This design comes from an exercise in tuning for small area and a short achievable clock period on the open sky130 flow, not from production work.
RTL that was checked went through simulation tests only; none was proved equivalent to the original.
No activity file was given, so power comes from the tool's default toggle rates.

Setup of old:
## core
module core(
    input clk, rst_ni,
    input [31:0] instr,
    input [31:0] data_in,
    output [31:0] out_FU_me,
    output mw_o,
    output [31:0] pc_o, write_data_M
    );
    integer i;
    reg [31:0] pc_q, instr_id, pc_id;
    wire stall;
    wire pcsel;
    reg [31:0] target_ex;
    wire [31:0] pc_inc = pc_q + 32'd1;
    wire [31:0] pc_hold = stall ? pc_q : pc_inc;
    always @(posedge clk) begin
        pc_q <= {32{rst_ni}} & (pcsel ? target_ex : pc_hold);
        if (~rst_ni) instr_id <= 0;
        else if (~stall) instr_id <= instr;
    end
    always @(posedge clk) if (~stall) pc_id <= pc_q;
    assign pc_o = pc_q;
    wire [6:0] opc = instr_id[6:0];
    wire [2:0] f3  = instr_id[14:12];
    wire [4:0] rs1 = instr_id[19:15];
    wire [4:0] rs2 = instr_id[24:20];
    wire [4:0] rd  = instr_id[11:7];
    wire o_lui   = opc == 7'b0110111;
    wire o_auipc = opc == 7'b0010111;
    wire o_jal   = opc == 7'b1101111;
    wire o_jalr  = opc == 7'b1100111;
    wire o_br    = opc == 7'b1100011;
    wire o_ld    = opc == 7'b0000011;
    wire o_st    = opc == 7'b0100011;
  ...
export LEC_CHECK = 0
export CAP_MARGIN = 20
export CORE_MARGIN = 2
export CORE_UTILIZATION = 55
export CTS_BUF_LIST = sky130_fd_sc_hd__clkbuf_8
export PLACE_DENSITY = 0.65
export SLEW_MARGIN = 20
export SYNTH_HIERARCHICAL = 1
create_clock -name core_clock -period 22.0 [get_ports {clk}]
run.sh (not shown) runs the stock make flow with config.mk's settings and CLKGATE_MAP_FILE= SYNTH_SCRIPT=/design/flow/synth_recipe.tcl, a recipe that flattens the netlist after the stock synthesis.
[inputs] new vs old
- CORE_UTILIZATION changed from 55 to 30
- CTS_BUF_LIST removed (was sky130_fd_sc_hd__clkbuf_8)
- PLACE_DENSITY changed from 0.65 to 0.5
### Flow results
- old reports its cell with the largest stage delay on the worst path as sky130_fd_sc_hd__dfxtp_1 while new reports sky130_fd_sc_hd__clkdlybuf4s50_1.
- new vs old: setup slack up
- | number of antenna cells inserted | new vs old | 5 lower |
- new falls short of old in wire length.
No functional check of the RTL was part of any run of this note.

Another version of the RTL of core (not shown whole).
Size: roughly 5,800 cells after synthesis, roughly 160 I/O pins.
Settings: LEC_CHECK=0, CAP_MARGIN=20, CORE_MARGIN=2, CORE_UTILIZATION=35, PLACE_DENSITY=0.65, SLEW_MARGIN=20, SYNTH_HIERARCHICAL=1; clock period 22.0 ns.
standard.sh (not shown) runs the stock make flow with config.mk's settings and CLKGATE_MAP_FILE= SYNTH_SCRIPT=/design/flow/synth_recipe.tcl, a recipe that flattens the netlist after the stock synthesis.
==> flow/flow/run.sh <==
#!/bin/bash
# The standard layout, with two changes:
#  - the ports are buffered with plain buffers instead of delay cells;
#  - clock tree synthesis clusters up to 28 flip-flops per leaf buffer and
#    inserts no dummy loads.
export BUFFER_PORTS_ARGS="-buffer_cell sky130_fd_sc_hd__buf_2"
export CTS_ARGS="-sink_clustering_enable -repair_clock_nets -dont_use_dummy_load -sink_clustering_size 28 -sink_clustering_max_diameter 100"
bash standard.sh > standard.log 2>&1
The starting point finished with timing, DRC and antenna clean.
Rerun with:
==> flow/flow/run.sh (replaced) <==
#!/bin/bash
# The standard layout, with two changes:
#  - the ports are buffered with plain buffers instead of delay cells;
#  - clock tree synthesis clusters up to 20 flip-flops per leaf buffer and
#    inserts no dummy loads.
export BUFFER_PORTS_ARGS="-buffer_cell sky130_fd_sc_hd__buf_2"
export CTS_ARGS="-sink_clustering_enable -repair_clock_nets -dont_use_dummy_load -sink_clustering_size 20 -sink_clustering_max_diameter 80"
bash standard.sh > standard.log 2>&1
PLACE_DENSITY = 0.55   (was 0.65)
Result:
- synthesized area does not change
- die area does not change
- clock-buffer cell count goes up by 30
- register-to-register slack gets better by 0.11 ns
- core utilization goes up by 0.57 points
- cell area goes up by 1.5%
- clock skew goes up by 0.0046 ns
- global-route usage goes up by 1.2 points
- sequential share of layout area goes down by 0.65 points
- non-clock buffer count goes up by 24
Rerun with:
==> flow/flow/run.sh (replaced) <==
#!/bin/bash
# The standard layout, with two changes:
#  - the ports are buffered with plain buffers instead of delay cells;
#  - clock tree synthesis clusters up to 28 flip-flops per leaf buffer and
#    inserts no dummy loads.
export BUFFER_PORTS_ARGS="-buffer_cell sky130_fd_sc_hd__buf_2"
export CTS_ARGS="-sink_clustering_enable -repair_clock_nets -dont_use_dummy_load -sink_clustering_size 28 -sink_clustering_max_diameter 100"
bash standard.sh > standard.log 2>&1
Effect: Worst setup slack gains 0.043 ns. Maximum frequency rose by 0.76%. Cell area falls by 1.1%. Clock power shrinks by 16%. Power decreases by 6.1%.
Rerun with:
CORE_UTILIZATION = 40   (was 35)
PLACE_DENSITY = 0.6   (was 0.55)
=>
- The changed run went through all stages and came out clean
- wire length is lower by 8.9%
- total power came out lower by 2.9%
- core utilization goes up by 5.0 points
- worst setup slack gets worse by 0.12 ns
- worst hold slack improves by 0.021 ns
- clock skew goes up by 0.074 ns
- clock-buffer cell count goes down by 9

core, a different RTL version from the one above (not shown whole).
For scale: roughly 5800 cells after synthesis, roughly 160 I/O pins, ~63000 µm² of cells after synthesis.
export LEC_CHECK = 0
export CAP_MARGIN = 20
export CORE_MARGIN = 2
export CORE_UTILIZATION = 35
export PLACE_DENSITY = 0.55
export SLEW_MARGIN = 20
export SYNTH_HIERARCHICAL = 1
create_clock -name core_clock -period 22.0 [get_ports {clk}]
==> flow/flow/run.sh <==
#!/bin/bash
# The standard layout, with two changes:
#  - the ports are buffered with plain buffers instead of delay cells;
#  - clock tree synthesis clusters up to 24 flip-flops per leaf buffer and
#    inserts no dummy loads.
export BUFFER_PORTS_ARGS="-buffer_cell sky130_fd_sc_hd__buf_2"
export CTS_ARGS="-sink_clustering_enable -repair_clock_nets -dont_use_dummy_load -sink_clustering_size 24 -sink_clustering_max_diameter 90"
bash standard.sh > standard.log 2>&1
The baseline ran to the end with no violations.
Rerun with:
==> flow/flow/run.sh (replaced) <==
#!/bin/bash
# The standard layout, with two changes:
#  - the ports are buffered with plain buffers instead of delay cells;
#  - clock tree synthesis clusters up to 28 flip-flops per leaf buffer and
#    inserts no dummy loads.
export BUFFER_PORTS_ARGS="-buffer_cell sky130_fd_sc_hd__buf_2"
export CTS_ARGS="-sink_clustering_enable -repair_clock_nets -dont_use_dummy_load -sink_clustering_size 28 -sink_clustering_max_diameter 100"
bash standard.sh > standard.log 2>&1
Result: Global-route usage shrinks by 0.15 points; setup slack gets worse by 38 ps; wire length stays flat; final area shrinks slightly; area after synthesis does not change; total power shrinks by a few percent.

core, a different RTL version from the one above (not shown whole).
For scale: about 5600 cells after synthesis, roughly 1400 flip-flops, ~62000 sq um of cells after synthesis.
==> flow/design.v (excerpt) <==
module core(
    input clk, rst_ni,
    input [31:0] instr,
    input [31:0] data_in,
    output [31:0] out_FU_me,
    output mw_o,
    output [31:0] pc_o, write_data_M
    );
    integer i;
    reg [31:0] pc_q, instr_id, pc_id;
    wire stall;
    wire pcsel;
    reg [31:0] target_ex;
    wire [31:0] pc_inc = pc_q + 32'd1;
    wire [31:0] pc_hold = stall ? pc_q : pc_inc;
    always @(posedge clk) begin
        pc_q <= {32{rst_ni}} & (pcsel ? target_ex : pc_hold);
        if (~stall) instr_id <= instr;
    end
    always @(posedge clk) if (~stall) pc_id <= pc_q;
    assign pc_o = pc_q;
    reg rst_d;
    always @(posedge clk) rst_d <= ~rst_ni;
    wire [6:0] opc = instr_id[6:0] & {7{~rst_d}};
    wire [2:0] f3  = instr_id[14:12];
    wire [4:0] rs1 = instr_id[19:15];
    wire [4:0] rs2 = instr_id[24:20];
    wire [4:0] rd  = instr_id[11:7];
    wire o_lui   = opc == 7'b0110111;
    wire o_auipc = opc == 7'b0010111;
    wire o_jal   = opc == 7'b1101111;
    wire o_jalr  = opc == 7'b1100111;
    wire o_br    = opc == 7'b1100011;
    wire o_ld    = opc == 7'b0000011;
    wire o_st    = opc == 7'b0100011;
    wire o_opi   = opc == 7'b0010011;
    wire o_op    = opc == 7'b0110011;
    wire o_alu   = o_opi | o_op;
    wire d_mb  = o_lui | o_auipc | o_ld | o_st | o_opi;
    wire d_md  = o_lui | o_ld;
    wire d_we  = o_lui | o_auipc | o_jal | o_jalr | o_ld | o_opi | o_op;
    wire d_pcw = o_lui | o_jal | o_jalr;
    wire d_pcs = o_lui | o_auipc;
    wire d_s2  = (o_alu & instr_id[30]) | o_br;
    wire [2:0] d_f3 = o_alu ? f3 : 3'b000;
  ...
clock: 22.0 ns
lec_check: 0
cap_margin: 20
core_margin: 2
core_utilization: 35
cts_cluster_diameter: 80
cts_cluster_size: 20
place_density: 0.55
slew_margin: 20
synth_hierarchical: 1
run.sh (not shown) runs the stock make flow with config.mk's settings and CLKGATE_MAP_FILE= SYNTH_SCRIPT=/design/flow/synth_recipe.tcl, a recipe that flattens the netlist after the stock synthesis.
Stock flow here: none of the scripts above is used.
The first run went through all stages and came out clean.
Change:
==> flow/flow/run.sh (new file) <==
#!/bin/bash
# The standard layout, with two changes:
#  - the ports are buffered with plain buffers instead of delay cells;
#  - clock tree synthesis clusters up to 20 flip-flops per leaf buffer and
#    inserts no dummy loads.
export BUFFER_PORTS_ARGS="-buffer_cell sky130_fd_sc_hd__buf_2"
export CTS_ARGS="-sink_clustering_enable -repair_clock_nets -dont_use_dummy_load -sink_clustering_size 20 -sink_clustering_max_diameter 80"
bash standard.sh > standard.log 2>&1
==> flow/standard.sh (new file) <==
#!/bin/bash
# synth_recipe.tcl (not shown) runs the flow's synth.tcl, then flattens the netlist and writes it again
# the make line also repeats each setting of config.mk as NAME=value (left out here)
make -C /OpenROAD-flow-scripts/flow DESIGN_CONFIG=/design/flow/config.mk WORK_HOME=/design/flow/orfs CLKGATE_MAP_FILE= SYNTH_SCRIPT=/design/flow/synth_recipe.tcl "${@:-finish}"
--- a/flow/config.mk
+++ b/flow/config.mk
@@ -9,6 +9,4 @@
 export CORE_MARGIN = 2
 export CORE_UTILIZATION = 35
-export CTS_CLUSTER_DIAMETER = 80
-export CTS_CLUSTER_SIZE = 20
 export PLACE_DENSITY = 0.55
 export SLEW_MARGIN = 20
removed: flow/run.sh
After rerunning: The changed run finished with timing, DRC and antenna clean; hold slack is about the same; power is lower by 3.2%; via count decreases by 0.93%; flip-flop and latch count is unchanged.

==> re-timing with driven ports <==
The flow's constraints put no driver on any port. The routed layouts listed below were extracted and timed again, unchanged, in two steps. Step 1 assumes that a clkbuf_16 drives the clock port and a buf_2 every other input. Step 2 also shifts input and output timing later by t, the mid clock arrival at the registers, as if the neighbouring blocks saw the same clock. a / b / c = ideal ports / drivers / drivers and shift; a / b = the first two.
| run | shift t [ns] | slack for setup (ns) | slew at the worst register clock pin (ns) | cell pins on the clock port's net |
|---|---|---|---|---|
| old | 0.976 | 15.390 / 15.315 / 15.517 | 0.07 / 0.07 | 1 |
| new | 0.907 | 15.508 / 15.409 / 15.357 | 0.07 / 0.07 | 1 |
| the first run of note 2 | 0.774 | 16.290 / 16.211 / 16.027 | 0.11 / 0.11 | 1 |
| the second run of note 2 | 0.829 | 16.292 / 16.206 / 16.003 | 0.09 / 0.09 | 1 |
| the third run of note 2 | 0.788 | 16.335 / 16.251 / 16.000 | 0.12 / 0.12 | 1 |
| the fourth run of note 2 | 0.792 | 16.218 / 16.137 / 15.665 | 0.12 / 0.12 | 1 |
| the first run of note 3 | 0.804 | 16.156 / 16.069 / 15.533 | 0.11 / 0.11 | 1 |
| the second run of note 3 | 0.797 | 16.117 / 16.030 / 15.627 | 0.12 / 0.12 | 1 |
| the first run of note 4 | 0.823 | 15.422 / 15.341 / 14.729 | 0.09 / 0.09 | 1 |
| the second run of note 4 | 0.791 | 15.556 / 15.617 / 14.826 | 0.09 / 0.09 | 1 |
After both steps every run listed still meets setup and hold. For the second run of note 4, which loses most, drivers alone change the setup slack by +0.061 ns; drivers and shift together by -0.730 ns.
